This is an optimization exercise on Yosys and OpenROAD, whose aim is small area and a short achievable clock period, not a production implementation. Where RTL was checked, it was by simulation tests only, not by an equivalence proof against the original. No activity file was given, so power comes from the tool's default toggle rates.

==> flow/design.v (excerpt) <==
module compute_array (
    input clk, clear,
    input [3:0] tile_opcode,
    input [63:0] value_a, value_b,
    output [63:0] wire_out
);
For scale: about 2,200 cells after synthesis, ~200 I/O pins.
==> flow/config.mk <==
export PLATFORM = sky130hd
export DESIGN_NAME = compute_array
export DESIGN_NICKNAME = compute_array
export VERILOG_FILES = /design/flow/design.v
export SDC_FILE = /design/flow/constraint.sdc
export NUM_CORES = 4
export LEC_CHECK = 0
export CAP_MARGIN = 20
export CORE_MARGIN = 2
export CORE_UTILIZATION = 40
export SETUP_SLACK_MARGIN = 3.5
export SLEW_MARGIN = 20
export SYNTH_HIERARCHICAL = 1
export SYNTH_MINIMUM_KEEP_SIZE = 0
==> flow/constraint.sdc <==
create_clock -name core_clock -period 16.0 [get_ports {clk}]
set_input_delay 3.2000 -clock core_clock [delete_from_list [all_inputs] [get_ports {clk}]]
set_output_delay 3.2000 -clock core_clock [all_outputs]
set_load 0.01 [all_outputs]
standard.sh (not shown) runs the stock make flow with config.mk's settings and CLKGATE_MAP_FILE= SYNTH_SCRIPT=/design/flow/synth_recipe.tcl, a recipe that flattens the netlist after the stock synthesis.
==> flow/flow/run.sh <==
#!/bin/bash
# The standard layout (the standard.sh: standard synthesis, then ORFS to
# finish) with two changes:
# - the port buffers are sky130_fd_sc_hd__buf_1 cells in place of the delay
#   buffers buffer_ports picks by default;
# - before floorplanning, flow/downsize.tcl sets the combinational cells that
#   synthesis sized up back to drive strength 1 (repair sizes up again).
set -euo pipefail
here=$(pwd)
bash standard.sh synth > synth_flow.log 2>&1
bash standard.sh BUFFER_PORTS_ARGS="-buffer_cell sky130_fd_sc_hd__buf_1" \
    PRE_FLOORPLAN_TCL="$here/flow/downsize.tcl" finish > layout_flow.log 2>&1
==> flow/flow/downsize.tcl <==
# Before floorplanning: put every combinational cell that synthesis sized up
# back to its drive-strength-1 variant of the same function. The resizer's
# repair steps later size up again what slew, capacitance or timing need.
set db [ord::get_db]
set block [ord::get_db_block]
set n 0
foreach inst [$block getInsts] {
  set name [[$inst getMaster] getName]
  if { [regexp {^(sky130_fd_sc_hd__[a-z0-9]+)_([0-9]+)$} $name -> base drv] && $drv > 1 } {
    if { [string match "*__df*" $base] || [string match "*__sdf*" $base] || [string match "*__edf*" $base] } {
      continue
    }
    set master [$db findMaster ${base}_1]
    if { $master != "NULL" } {
      $inst swapMaster $master
      incr n
    }
  }
}
puts "downsize.tcl: $n instances set to drive strength 1"
The first run ran to the end with no violations.
Then changed:
Settings changed: SETUP_SLACK_MARGIN 3.5 to 3.0.
=> Worst setup slack loses 0.40 ns; non-clock buffer count decreases by 50; register-to-register slack loses 0.35 ns; synthesized cell count is unchanged; final cell count decreases by 1.6%; clock skew barely changes; via count decreases by 1.9%.
No functional check of the RTL was part of any run of this note.

* * *

== run A ==
compute_array, a different RTL version from the one above (not shown whole).
Size: about 200 I/O pins.
clock: 16.0 ns
lec_check: 0
cap_margin: 20
core_margin: 2
core_utilization: 60
setup_slack_margin: 3.5
slew_margin: 20
synth_hierarchical: 1
synth_minimum_keep_size: 0
Scripts as last shown in full above: flow/flow/run.sh, flow/flow/downsize.tcl
Inputs modified between run A and run B:
Settings: SETUP_SLACK_MARGIN changed from 3.5 to 4.5; CORE_UTILIZATION changed from 60 to 40.
### Flow results
Run B has multi-input gate share of total cell area below what run A had. Per the comparison of run B with run A, switching fraction of total power went down by 4.0 points; total via count in the routed design increased by 1,540 relative to the old numbers; largest net degree at the start of global routing lost 12.
### run B -> run C
Settings: SETUP_SLACK_MARGIN changed from 4.5 to 3.5.
Results
- Run C reports its uppermost signal routing layer after detailed routing as met4 while run B reports met5.
- Compared with run B, run C ends up with a smaller final cell area.
- Comparing run C and run B, the lower peak fanout along the critical path was measured on run B.
- Relative to run B, relative slew slack has decreased by 2.4 points in run C.
> inputs changed (run C -> run D)
Settings: SETUP_SLACK_MARGIN changed from 3.5 to 3.8.
Results
- Between run D and run C, share of the clock period used by the worst path after layout is higher for run C, run D comes in under that.
- Going from run C to run D, post-CTS resize count grew by more than half.
- Higher global-route track usage on met2 was reported by run C, not run D.
- Looking at aggregate global-route resource usage across run D and run C, the one that comes out higher is run C.
- Run D reports a lower detail-routed net length per standard cell than run C does.
- Run D vs run C, slowest library cell on the worst path: o31a_1 vs fa_1
Function was not checked in any run of this note: the RTL went through the layout flow alone.

* * *

compute_array, a different RTL version from the one above (not shown whole).
Size: ~200 I/O pins.
==> flow/config.mk <==
export PLATFORM = sky130hd
export DESIGN_NAME = compute_array
export DESIGN_NICKNAME = compute_array
export VERILOG_FILES = /design/flow/design.v
export SDC_FILE = /design/flow/constraint.sdc
export NUM_CORES = 4
export LEC_CHECK = 0
export CAP_MARGIN = 20
export CORE_MARGIN = 2
export CORE_UTILIZATION = 40
export CTS_BUF_LIST = sky130_fd_sc_hd__clkbuf_8
export SETUP_SLACK_MARGIN = 3.4
export SLEW_MARGIN = 20
export SYNTH_HIERARCHICAL = 1
export SYNTH_MINIMUM_KEEP_SIZE = 0
==> flow/constraint.sdc <==
create_clock -name core_clock -period 16.0 [get_ports {clk}]
set_input_delay 3.2000 -clock core_clock [delete_from_list [all_inputs] [get_ports {clk}]]
set_output_delay 3.2000 -clock core_clock [all_outputs]
set_load 0.01 [all_outputs]
Scripts as last shown in full above: flow/flow/run.sh, flow/flow/downsize.tcl
==> next run, changes <==
Settings changed: CAP_MARGIN 20 to 0, SETUP_SLACK_MARGIN 3.4 to 3.7, SLEW_MARGIN 20 to 0.
=>
- The changed run finished with timing, DRC and antenna clean
- via count is about the same
- utilization rose by 0.36 points
- total power goes down by 0.55%
==> next run, changes <==
Settings changed: CAP_MARGIN 0 to 20, SLEW_MARGIN 0 to 20.
Setup slack gains 0.011 ns.
Die area is unchanged.
Non-clock buffer count climbs by 7.
Power climbs slightly.
Via count hardly moves.
Clock-buffer cell count stays the same.
Fmax hardly moves.
==> next run, changes <==
Settings changed: CTS_BUF_LIST sky130_fd_sc_hd__clkbuf_8 to not set, SETUP_SLACK_MARGIN 3.7 to 4.0.
Synthesized cell count stays the same.
Die area does not change.
Register-to-register slack gains 0.10 ns.
Total power rose by 6.4%.
Clock skew falls by 0.0078 ns.
Clock-buffer cell count came out higher by 3.
Hold slack got worse by 0.0075 ns.
Final area increases by 3.9%.
Global-route usage falls by 0.42 points.
Cell count is higher by 1.7%.

* * *

main:
compute_array, a different RTL version from the one above (not shown whole).
Size in the first run: roughly 66 flip-flops, ~200 I/O pins.
// compute_array
module compute_array (
    input clk, clear,
    input [3:0] tile_opcode,
    input [63:0] value_a, value_b,
    output [63:0] wire_out
);
export LEC_CHECK = 0
export CAP_MARGIN = 20
export CORE_MARGIN = 2
export CORE_UTILIZATION = 40
export SETUP_SLACK_MARGIN = 2.5
export SLEW_MARGIN = 20
export SYNTH_HIERARCHICAL = 1
export SYNTH_MINIMUM_KEEP_SIZE = 0
create_clock -name core_clock -period 16.0 [get_ports {clk}]
==> flow/flow/run.sh <==
#!/bin/bash
# The standard layout (the standard.sh: standard synthesis, then ORFS to
# finish), with the port buffers made as sky130_fd_sc_hd__buf_1 cells in place
# of the delay buffers buffer_ports picks by default.
set -euo pipefail
bash standard.sh BUFFER_PORTS_ARGS="-buffer_cell sky130_fd_sc_hd__buf_1" finish > standard_flow.log 2>&1
What the feature branch does differently from main at the input level:
Settings: SETUP_SLACK_MARGIN now 3.5, was 2.5.
==> comparison <==
Compared to main, the feature branch has time the worst path needs with I/O delays and setup 790 ps lower.
Of main and the feature branch, the run reporting the higher total track usage was the feature branch.
Re fraction of standard cell area that is sequential: main was higher than the feature branch.
Looking at relative slew slack, the feature branch sits 2.8 points above main.
Clock share of power (higher): main
The feature branch ended up with more standard cells than main.
[compare] base=main new=the feature branch: non-clock buffer share of cell area rose 2.8 points; smallest hold slack about even.
No run of this note included a check of the RTL's function; only the layout flow was run.

* * *

Another version of the RTL of compute_array (not shown whole).
Size in the first run: ~2,300 cells after synthesis, roughly 200 I/O pins.
clock: 16.0 ns
lec_check: 0
cap_margin: 0
core_margin: 2
core_utilization: 40
cts_buf_list: sky130_fd_sc_hd__clkbuf_8
setup_slack_margin: 4.2
slew_margin: 0
synth_hierarchical: 1
synth_minimum_keep_size: 0
==> flow/flow/run.sh <==
#!/bin/bash
# The standard layout (the standard.sh: standard synthesis, then ORFS to
# finish) with two changes:
# - the port buffers are sky130_fd_sc_hd__buf_1 cells in place of the delay
#   buffers buffer_ports picks by default;
# - before floorplanning, flow/downsize.tcl sets the combinational cells that
#   synthesis sized up back to drive strength 1 (repair sizes up again).
set -euo pipefail
here=$(pwd)
bash standard.sh synth > synth_flow.log 2>&1
bash standard.sh BUFFER_PORTS_ARGS="-buffer_cell sky130_fd_sc_hd__buf_1" \
    PRE_FLOORPLAN_TCL="$here/flow/downsize.tcl" finish > layout_flow.log 2>&1
Scripts as last shown in full above: flow/flow/downsize.tcl
==> next run, changes <==
Settings changed: SETUP_SLACK_MARGIN 4.2 to 3.9.
Clock-buffer cell count does not change. Routed wire length drops by a few percent. Non-clock buffer count drops by 24. Utilization drops by 1.0 points. Die area is unchanged. Via count drops slightly. Combinational power drops by a few percent.
==> next run, changes <==
Settings changed: SETUP_SLACK_MARGIN 3.9 to 3.7.
Result: The changed run went through all stages and came out clean. Power goes down slightly. Synthesized cell count is unchanged. Clock-buffer cell count stays the same. Sequential share of layout area hardly moves. Wire length drops slightly. Clock skew stays flat. Sequential power is about the same.
==> next run, changes <==
==> flow/flow/run.sh (replaced) <==
#!/bin/bash
# The standard layout (the standard.sh: standard synthesis, then ORFS to
# finish), with the port buffers made as sky130_fd_sc_hd__buf_1 cells in place
# of the delay buffers buffer_ports picks by default.
set -euo pipefail
bash standard.sh synth > synth_flow.log 2>&1
bash standard.sh BUFFER_PORTS_ARGS="-buffer_cell sky130_fd_sc_hd__buf_1" finish > layout_flow.log 2>&1
Settings changed: SETUP_SLACK_MARGIN 3.7 to 3.9.
removed: flow/flow/downsize.tcl
Result:
- The changed run completed with no timing, DRC or antenna violations
- setup slack is better by 170 ps
- die area rises by 3.0%
- critical path depth rises by 1
- sequential power barely changes

-- what the ideal ports hide --
The results above use ideal ports. As a check the final layouts listed here were re-extracted and re-timed, cells and wires unchanged.
Step 1 sets driving cells, clkbuf_16 on the clock port and buf_2 on the other inputs (assumed; they add their load-dependent delay and slew).
Step 2 moves the port delays by t, midway between the first and last clock arrival at a register: inputs arrive t later, outputs are due t later. That takes back most of the time a late clock gives input paths.
a / b / c = ideal / step 1 / step 2; a / b = the first two.
| run | shift t [ns] | slack for setup (ns) | hold slack, ns |
|---|---|---|---|
| the first run of note 1 | 0.432 | 3.743 / 3.722 / 3.722 | 0.860 / 0.860 / 0.860 |
| the second run of note 1 | 0.435 | 3.342 / 3.321 / 3.321 | 0.914 / 0.914 / 0.914 |
| run A | 0.433 | 3.771 / 3.714 / 3.714 | 0.857 / 0.857 / 0.857 |
| run B | 0.456 | 4.304 / 4.171 / 4.171 | 0.866 / 0.866 / 0.866 |
| run C | 0.442 | 3.740 / 3.699 / 3.699 | 0.868 / 0.868 / 0.868 |
| run D | 0.452 | 3.963 / 3.923 / 3.923 | 0.860 / 0.860 / 0.860 |
| the first run of note 3 | 0.506 | 3.738 / 3.711 / 3.711 | 0.847 / 0.847 / 0.847 |
| the second run of note 3 | 0.496 | 3.990 / 3.963 / 3.963 | 0.820 / 0.820 / 0.820 |
| the third run of note 3 | 0.506 | 4.001 / 3.975 / 3.975 | 0.812 / 0.812 / 0.812 |
| the fourth run of note 3 | 0.439 | 4.201 / 4.181 / 4.181 | 0.804 / 0.804 / 0.804 |
| main | 0.449 | 2.885 / 2.811 / 2.811 | 0.798 / 0.798 / 0.798 |
| the feature branch | 0.444 | 3.679 / 3.584 / 3.584 | 0.797 / 0.797 / 0.797 |
| the first run of note 5 | 0.499 | 4.443 / 4.415 / 4.415 | 0.804 / 0.804 / 0.804 |
| the second run of note 5 | 0.484 | 4.222 / 4.198 / 4.198 | 0.808 / 0.808 / 0.808 |
| the third run of note 5 | 0.482 | 4.049 / 4.025 / 4.025 | 0.804 / 0.804 / 0.804 |
| the fourth run of note 5 | 0.508 | 4.222 / 4.178 / 4.178 | 0.806 / 0.806 / 0.806 |
After both steps setup and hold are still met in every run listed. The setup slack of run B, which loses most, moves by -0.133 ns with the drivers and by -0.133 ns with both steps.
